This design comes from an exercise in tuning for small area, a short achievable clock period and few clock cycles on the open sky130 flow, not from production work. Where RTL was checked, it was by simulation tests only, not by an equivalence proof against the original. Power figures rest on the tool's default switching activity, not on a simulated workload.

==> flow/design.v <==
module qr_decode(
    input clk,
    input srstn,
    input qr_decode_start,
    input sram_rdata,
    output [11:0] sram_raddr,
    output reg decode_valid,
    output reg [7:0] decode_jis8_code,
    output reg qr_decode_finish
  );
  reg [4:0] r, c;       
  reg R1, R2;           
  reg [2:0] m;          
  reg [2:0] b;          
  reg [4:0] nb;         
  reg hdr;              
  assign sram_raddr = {1'b0, r, 1'b0, c};
  wire fmt = ~c[4] & ~c[3];
  wire up = c[1];
  wire at_top = c[4] ? (~r[4] & ~r[2] & ~r[1]) : ~(r[4] | r[3] | r[2] | r[1] | r[0]);   
  wire at_bot = r[4] & r[3];                                                           
  wire turn = c[0] & (up ? at_top : at_bot);
  wire sk6 = ~r[4] & ~r[3] & r[2] & r[0] & ~(r[1] ^ up);                  
  wire al_up = c[4] & ~c[2] & up & r[4] & ~r[3] & r[2] & ~r[1] & r[0];     
  wire al_dn = c[4] & ~c[2] & ~up & ~r[4] & r[3] & r[2] & r[1] & r[0];    
  wire al = al_up | al_dn;
  wire x = sk6 | al;
  wire [3:0] d = r[3:0] ^ {4{up}};
  wire t1 = d[0], t2 = d[1] & d[0], t3 = d[2] & t2, t4 = d[3] & t3;      
  wire [4:0] rt = {t4 | al, t3 | al, t2 & ~x, t1 | x, ~x};                
  wire rowmove = ~fmt & c[0] & ~turn;
  wire [4:0] frow = {{3{fmt & c[2]}}, 1'b0, fmt & c[2]};                   
  wire [4:0] nr = r ^ (rowmove ? rt : frow);
  wire alc = ~c[4] & c[3] & c[2] & c[1] & c[0] & r[4] & ~r[3] & ~(r[2] & r[1]) & (r[2] | r[1] | r[0]);
  wire hold = c[0] & (turn | alc);
  wire [3:1] e = c[3:1] ^ {3{~c[0]}};
  wire [4:0] tc = {e[3] & e[2] & e[1], e[2] & e[1], e[1], 1'b1, 1'b1};   
  wire [4:0] tf = c[2] ? 5'b10011 : c[0] ? 5'b00111 : {4'b0, qr_decode_start};
  wire [4:0] tcol = fmt ? tf : hold ? {4'b0, ~alc} : tc;
  wire [4:0] nc = c ^ tcol;
  wire R0 = ~R1 & ~R2;
  wire rdn = up ^ sk6;
  wire nR1 = fmt ? 1'b0 : (rowmove & ~al) ? (rdn ? R2 : R0) : R1;
  wire nR2 = fmt ? 1'b0 : (rowmove & ~al) ? (rdn ? R0 : R1) : R2;
  wire C0 = (~c[0] & ~c[1] & c[3]) | (~c[0] & c[1] & ~c[2]) | (c[0] & c[1] & c[2] & ~c[4]) | (c[0] & ~c[1] & c[2] & ~c[3]);
  wire C1 = (c[0] & ~c[1] & c[3]) | (~c[0] & c[1] & c[2] & c[4]) | (c[0] & c[1] & ~c[2] & c[4]) | (~c[0] & ~c[1] & ~c[2] & ~c[3]);
  wire C2 = ~C0 & ~C1;
  wire C3o = (c[1] & c[2] & ~c[3]) | (~c[1] & ~c[2] & ~c[3]) | (c[0] & c[1] & c[3]) | (c[0] & ~c[1] & ~c[3]);   
  wire a = r[0] & c[0];
  wire s = r[0] ^ c[0];
  wire q0 = R0 | C0;
  wire q1 = (R1 & C1) | (R2 & C2);
  wire z3 = (R0 & C0) | (R1 & C2) | (R2 & C1);
  reg mk;
  always @* begin
    case (m ^ 3'b101)
      3'd0: mk = ~s;
      3'd1: mk = ~r[0];
      3'd2: mk = C0;
      3'd3: mk = z3;
      3'd4: mk = ~(r[1] ^ C3o);
      3'd5: mk = ~a & q0;
      3'd6: mk = ~(a ^ q1);
      default: mk = ~(s ^ q1);
    endcase
  end
  wire bit_in = sram_rdata ^ mk;
  wire last_bit = (b == 3'd7);
  always @(posedge clk) begin
    if (~srstn) begin
      r <= 5'd8;
      c <= 5'd2;
      hdr <= 1'b1;
      decode_valid <= 1'b0;
      qr_decode_finish <= 1'b0;
    end else begin
      r <= nr;
      c <= nc;
      if (~fmt && last_bit) hdr <= 1'b0;
      decode_valid <= ~hdr & last_bit;
      qr_decode_finish <= ~hdr & ((last_bit & (nb == 5'd1)) | (nb == 5'd0));
    end
    R1 <= nR1;
    R2 <= nR2;
    if (fmt) m <= {m[1:0], sram_rdata};
    b <= fmt ? 3'd3 : b + 3'd1;           
    if (hdr) nb <= {decode_jis8_code[3:0], bit_in};
    else if (last_bit) nb <= nb - 5'd1;
    decode_jis8_code <= {decode_jis8_code[6:0], bit_in};
  end
endmodule
==> flow/config.mk <==
export PLATFORM = sky130hd
export DESIGN_NAME = qr_decode
export DESIGN_NICKNAME = qr_decode
export VERILOG_FILES = /design/flow/design.v
export SDC_FILE = /design/flow/constraint.sdc
export NUM_CORES = 4
export LEC_CHECK = 0
export CAP_MARGIN = 20
export CORE_MARGIN = 2
export CORE_UTILIZATION = 40
export SLEW_MARGIN = 20
==> flow/constraint.sdc <==
create_clock -name core_clock -period 9.0 [get_ports {clk}]
set_input_delay 1.8000 -clock core_clock [delete_from_list [all_inputs] [get_ports {clk}]]
set_output_delay 1.8000 -clock core_clock [all_outputs]
set_load 0.01 [all_outputs]
standard.sh (not shown) runs the stock make flow with config.mk's settings and CLKGATE_MAP_FILE= SYNTH_SCRIPT=/design/flow/synth_recipe.tcl, a recipe that flattens the netlist after the stock synthesis.
==> flow/flow/run.sh <==
#!/bin/bash
# ORFS layout of the design with three changes to how it is made (the
# constraints are unchanged):
#  - synthesis maps the logic with an area-oriented ABC script and without
#    half/full-adder extraction (registers are mapped exactly as before);
#  - ports are buffered with buf_2 instead of the slow delay buffer;
#  - timing repair aims for more setup slack than the clock period needs.
set -euo pipefail
rm -rf myscripts
cp -r "$FLOW_HOME/scripts" myscripts
printf 'strash\ndch -f\namap\ntopo\n' > myscripts/abc_speed.script
export SCRIPTS_DIR="$PWD/myscripts"
export ADDER_MAP_FILE=
export BUFFER_PORTS_ARGS="-buffer_cell sky130_fd_sc_hd__buf_2"
export SETUP_SLACK_MARGIN=6.3
bash standard.sh > standard.log 2>&1
Next try:
--- a/flow/design.v
+++ b/flow/design.v
@@ -21,8 +21,8 @@
   wire at_bot = r[4] & r[3];                                                           
   wire turn = c[0] & (up ? at_top : at_bot);
   wire sk6 = ~r[4] & ~r[3] & r[2] & r[0] & ~(r[1] ^ up);                  
-  wire al_up = c[4] & ~c[2] & up & r[4] & ~r[3] & r[2] & ~r[1] & r[0];     
-  wire al_dn = c[4] & ~c[2] & ~up & ~r[4] & r[3] & r[2] & r[1] & r[0];    
+  wire al_up = c[4] & ~c[2] & up & r[4] & ~r[1] & r[0];                   
+  wire al_dn = c[4] & ~c[2] & ~up & ~r[4] & r[2] & r[1] & r[0];           
   wire al = al_up | al_dn;
   wire x = sk6 | al;
   wire [3:0] d = r[3:0] ^ {4{up}};
@@ -31,7 +31,7 @@
   wire rowmove = ~fmt & c[0] & ~turn;
   wire [4:0] frow = {{3{fmt & c[2]}}, 1'b0, fmt & c[2]};                   
   wire [4:0] nr = r ^ (rowmove ? rt : frow);
-  wire alc = ~c[4] & c[3] & c[2] & c[1] & c[0] & r[4] & ~r[3] & ~(r[2] & r[1]) & (r[2] | r[1] | r[0]);
+  wire alc = ~c[4] & c[2] & c[1] & r[4] & ~r[3] & ~(r[2] & r[1]) & (r[2] | r[1] | r[0]);
   wire hold = c[0] & (turn | alc);
   wire [3:1] e = c[3:1] ^ {3{~c[0]}};
   wire [4:0] tc = {e[3] & e[2] & e[1], e[2] & e[1], e[1], 1'b1, 1'b1};   
@@ -76,7 +76,7 @@
     end else begin
       r <= nr;
       c <= nc;
-      if (~fmt && last_bit) hdr <= 1'b0;
+      if (~fmt && b == 3'd0) hdr <= 1'b0;    
       decode_valid <= ~hdr & last_bit;
       qr_decode_finish <= ~hdr & ((last_bit & (nb == 5'd1)) | (nb == 5'd0));
     end
@@ -84,7 +84,7 @@
     R2 <= nR2;
     if (fmt) m <= {m[1:0], sram_rdata};
     b <= fmt ? 3'd3 : b + 3'd1;           
-    if (hdr) nb <= {decode_jis8_code[3:0], bit_in};
+    if (hdr) nb <= decode_jis8_code[4:0];   
     else if (last_bit) nb <= nb - 5'd1;
     decode_jis8_code <= {decode_jis8_code[6:0], bit_in};
   end
Effect: Fmax grows by 4.3%; synthesized area stays the same; clock power grows by 23%; worst setup slack improved by 0.11 ns; wire length shrinks by 11%; non-clock buffer count shrinks by 15; die area does not change; global-route usage shrinks by 1.8 points; clock-buffer cell count grows by 1; final area shrinks by 8.0%; sequential cell count is unchanged; combinational power shrinks by 26%; clock skew grows by 0.0035 ns; cell count shrinks by 5.4%.
Testbench counts after the change, summed over its fixed seeds: cycles 15,800.
For the first run of this note, only the layout was checked, not whether the RTL still works.


Another version of the RTL of qr_decode (not shown whole).
For scale: roughly 210 cells after synthesis, roughly 26 I/O pins.
==> module qr_decode, before the edit <==
module qr_decode(
    input clk,
    input srstn,
    input qr_decode_start,
    input sram_rdata,
    output [11:0] sram_raddr,
    output reg decode_valid,
    output reg [7:0] decode_jis8_code,
    output reg qr_decode_finish
  );
  reg [4:0] r, c;       
  reg R1, R2;           
  reg [2:0] m;          
  reg [2:0] b;          
  reg [4:0] nb;         
  reg hdr;              
  assign sram_raddr = {1'b0, r, 1'b0, c};
  wire fmt = ~c[4] & ~c[3];
  wire up = c[1];
  wire at_top = c[4] ? (~r[4] & ~r[2] & ~r[1]) : ~(r[4] | r[3] | r[2] | r[1] | r[0]);   
  wire at_bot = r[4] & r[3];                                                           
  wire turn = c[0] & (up ? at_top : at_bot);
  wire sk6 = ~r[4] & ~r[3] & r[2] & r[0] & ~(r[1] ^ up);                  
  wire al_up = c[4] & ~c[2] & up & r[4] & ~r[3] & r[2] & ~r[1] & r[0];     
  wire al_dn = c[4] & ~c[2] & ~up & ~r[4] & r[3] & r[2] & r[1] & r[0];    
  wire al = al_up | al_dn;
  wire x = sk6 | al;
  wire [3:0] d = r[3:0] ^ {4{up}};
  wire t1 = d[0], t2 = d[1] & d[0], t3 = d[2] & t2, t4 = d[3] & t3;      
  wire [4:0] rt = {t4 | al, t3 | al, t2 & ~x, t1 | x, ~x};                
  wire rowmove = ~fmt & c[0] & ~turn;
  wire [4:0] frow = {{4{fmt & c[2]}}, 1'b0};                                
  wire [4:0] nr = r ^ (rowmove ? rt : frow);
  wire alc = ~c[4] & c[3] & c[2] & c[1] & c[0] & r[4] & ~r[3] & ~(r[2] & r[1]) & (r[2] | r[1] | r[0]);
  wire hold = c[0] & (turn | alc);
  wire [3:1] e = c[3:1] ^ {3{~c[0]}};
  wire [4:0] tc = {e[3] & e[2] & e[1], e[2] & e[1], e[1], 1'b1, 1'b1};   
  wire [4:0] tf = c[2] ? 5'b11100 : c[0] ? 5'b00111 : {4'b0, qr_decode_start};
  wire [4:0] tcol = fmt ? tf : hold ? {4'b0, ~alc} : tc;
  wire [4:0] nc = c ^ tcol;
  wire R0 = ~R1 & ~R2;
  wire rdn = up ^ sk6;
  wire nR1 = fmt ? (R1 | c[2]) : (rowmove & ~al) ? (rdn ? R2 : R0) : R1;
  wire nR2 = fmt ? R2 & ~c[2] : (rowmove & ~al) ? (rdn ? R0 : R1) : R2;
  wire C0 = (~c[0] & ~c[1] & c[3]) | (~c[0] & c[1] & ~c[2]) | (c[0] & c[1] & c[2] & ~c[4]) | (c[0] & ~c[1] & c[2] & ~c[3]);
  wire C1 = (c[0] & ~c[1] & c[3]) | (~c[0] & c[1] & c[2] & c[4]) | (c[0] & c[1] & ~c[2] & c[4]) | (~c[0] & ~c[1] & ~c[2] & ~c[3]);
  wire C2 = ~C0 & ~C1;
  wire C3o = (c[1] & c[2] & ~c[3]) | (~c[1] & ~c[2] & ~c[3]) | (c[0] & c[1] & c[3]) | (c[0] & ~c[1] & ~c[3]);   
  wire a = r[0] & c[0];
  wire s = r[0] ^ c[0];
  wire q0 = R0 | C0;
  wire q1 = (R1 & C1) | (R2 & C2);
  wire z3 = (R0 & C0) | (R1 & C2) | (R2 & C1);
  reg mk;
  always @* begin
    case (m ^ 3'b101)
      3'd0: mk = ~s;
      3'd1: mk = ~r[0];
      3'd2: mk = C0;
      3'd3: mk = z3;
      3'd4: mk = ~(r[1] ^ C3o);
      3'd5: mk = ~a & q0;
      3'd6: mk = ~(a ^ q1);
      default: mk = ~(s ^ q1);
    endcase
  end
  wire bit_in = sram_rdata ^ mk;
  wire last_bit = (b == 3'd7);
  always @(posedge clk) begin
    if (~srstn) begin
      r <= 5'd8;
      c <= 5'd2;
      R1 <= 1'b0;
      R2 <= 1'b1;
      hdr <= 1'b1;
      decode_valid <= 1'b0;
      qr_decode_finish <= 1'b0;
    end else begin
      r <= nr;
      c <= nc;
      R1 <= nR1;
      R2 <= nR2;
      if (~fmt && last_bit) hdr <= 1'b0;
      decode_valid <= ~hdr & last_bit;
      qr_decode_finish <= ~hdr & ((last_bit & (nb == 5'd1)) | (nb == 5'd0));
    end
    if (fmt) m <= {m[1:0], sram_rdata};
    b <= fmt ? 3'd0 : b + 3'd1;
    if (hdr) nb <= {decode_jis8_code[3:0], bit_in};
    else if (last_bit) nb <= nb - 5'd1;
    decode_jis8_code <= {decode_jis8_code[6:0], bit_in};
  end
endmodule
export LEC_CHECK = 0
export CAP_MARGIN = 20
export CORE_MARGIN = 2
export CORE_UTILIZATION = 40
export SLEW_MARGIN = 20
create_clock -name core_clock -period 9.0 [get_ports {clk}]
Scripts as last shown in full above: flow/flow/run.sh
Testbench counts at the start, summed over its fixed seeds: cycles 16,184.
Edit:
--- a/flow/design.v
+++ b/flow/design.v
@@ -37,14 +37,14 @@
   wire [4:0] tc = {e[3] & e[2] & e[1], e[2] & e[1], e[1], 1'b1, 1'b1};   
   wire [4:0] tf = c[2] ? 5'b11100 : c[0] ? 5'b00111 : {4'b0, qr_decode_start};
   wire [4:0] tcol = fmt ? tf : hold ? {4'b0, ~alc} : tc;
   wire [4:0] nc = c ^ tcol;
   wire R0 = ~R1 & ~R2;
   wire rdn = up ^ sk6;
-  wire nR1 = fmt ? (R1 | c[2]) : (rowmove & ~al) ? (rdn ? R2 : R0) : R1;
-  wire nR2 = fmt ? R2 & ~c[2] : (rowmove & ~al) ? (rdn ? R0 : R1) : R2;
+  wire nR1 = fmt ? 1'b1 : (rowmove & ~al) ? (rdn ? R2 : R0) : R1;
+  wire nR2 = fmt ? 1'b0 : (rowmove & ~al) ? (rdn ? R0 : R1) : R2;
   wire C0 = (~c[0] & ~c[1] & c[3]) | (~c[0] & c[1] & ~c[2]) | (c[0] & c[1] & c[2] & ~c[4]) | (c[0] & ~c[1] & c[2] & ~c[3]);
   wire C1 = (c[0] & ~c[1] & c[3]) | (~c[0] & c[1] & c[2] & c[4]) | (c[0] & c[1] & ~c[2] & c[4]) | (~c[0] & ~c[1] & ~c[2] & ~c[3]);
   wire C2 = ~C0 & ~C1;
   wire C3o = (c[1] & c[2] & ~c[3]) | (~c[1] & ~c[2] & ~c[3]) | (c[0] & c[1] & c[3]) | (c[0] & ~c[1] & ~c[3]);   
   wire a = r[0] & c[0];
   wire s = r[0] ^ c[0];
@@ -67,26 +67,24 @@
   wire bit_in = sram_rdata ^ mk;
   wire last_bit = (b == 3'd7);
   always @(posedge clk) begin
     if (~srstn) begin
       r <= 5'd8;
       c <= 5'd2;
-      R1 <= 1'b0;
-      R2 <= 1'b1;
       hdr <= 1'b1;
       decode_valid <= 1'b0;
       qr_decode_finish <= 1'b0;
     end else begin
       r <= nr;
       c <= nc;
-      R1 <= nR1;
-      R2 <= nR2;
       if (~fmt && last_bit) hdr <= 1'b0;
       decode_valid <= ~hdr & last_bit;
       qr_decode_finish <= ~hdr & ((last_bit & (nb == 5'd1)) | (nb == 5'd0));
     end
+    R1 <= nR1;
+    R2 <= nR2;
     if (fmt) m <= {m[1:0], sram_rdata};
     b <= fmt ? 3'd0 : b + 3'd1;
     if (hdr) nb <= {decode_jis8_code[3:0], bit_in};
     else if (last_bit) nb <= nb - 5'd1;
     decode_jis8_code <= {decode_jis8_code[6:0], bit_in};
   end
The new run ran to the end with no violations.
Worst setup slack is worse by 0.040 ns.
Clock-buffer cell count went up by 1.
Sequential cell count is unchanged.
Clock power went up by 28%.
Clock skew went down by 0.0036 ns.
Worst hold slack is about the same.
Core utilization came out higher by 1.5 points.
Non-clock buffer count rose by 7.
Sequential power drops by about 3%.
Total power goes up by 2.3%.
Sequential share of layout area shrinks by 0.78 points.
Via count drops by 0.75%.
Die area is lower by 1.6%.
Global-route usage fell by 1.1 points.
No functional check of the RTL was part of the second run of this note.

-- separate check: timing with driven ports --
The flow's constraints put no driver on any port. The routed layouts listed below were extracted and timed again, unchanged, in two steps.
Step 1: set_driving_cell puts a clkbuf_16 on clk and a buf_2 on each other input, an assumption about the parent block.
Step 2 adds t to the input delays and takes it off the output delays; t is the mean of the earliest and latest rising clock arrival at the registers after step 1. Input paths then give back, and output paths get back, about the clock's delay inside the block.
Slacks: no drivers / after step 1 / after step 2; pairs: no drivers / after step 1.
run	t (ns)	slack for setup (ns)	hold WS [ns]	cell pins on the clock port's net
the first run of note 1	0.311	6.208 / 6.208 / 6.124	0.351 / 0.351 / 0.351	1
the second run of note 1	0.309	6.323 / 6.297 / 6.207	0.351 / 0.351 / 0.351	1
the first run of note 2	0.307	6.340 / 6.313 / 6.108	0.348 / 0.348 / 0.348	1
the second run of note 2	0.306	6.300 / 6.276 / 6.179	0.349 / 0.349 / 0.349	1
After both steps setup and hold are still met in every run listed. The setup slack of the first run of note 2, which loses most, moves by -0.027 ns with the drivers and by -0.232 ns with both steps.
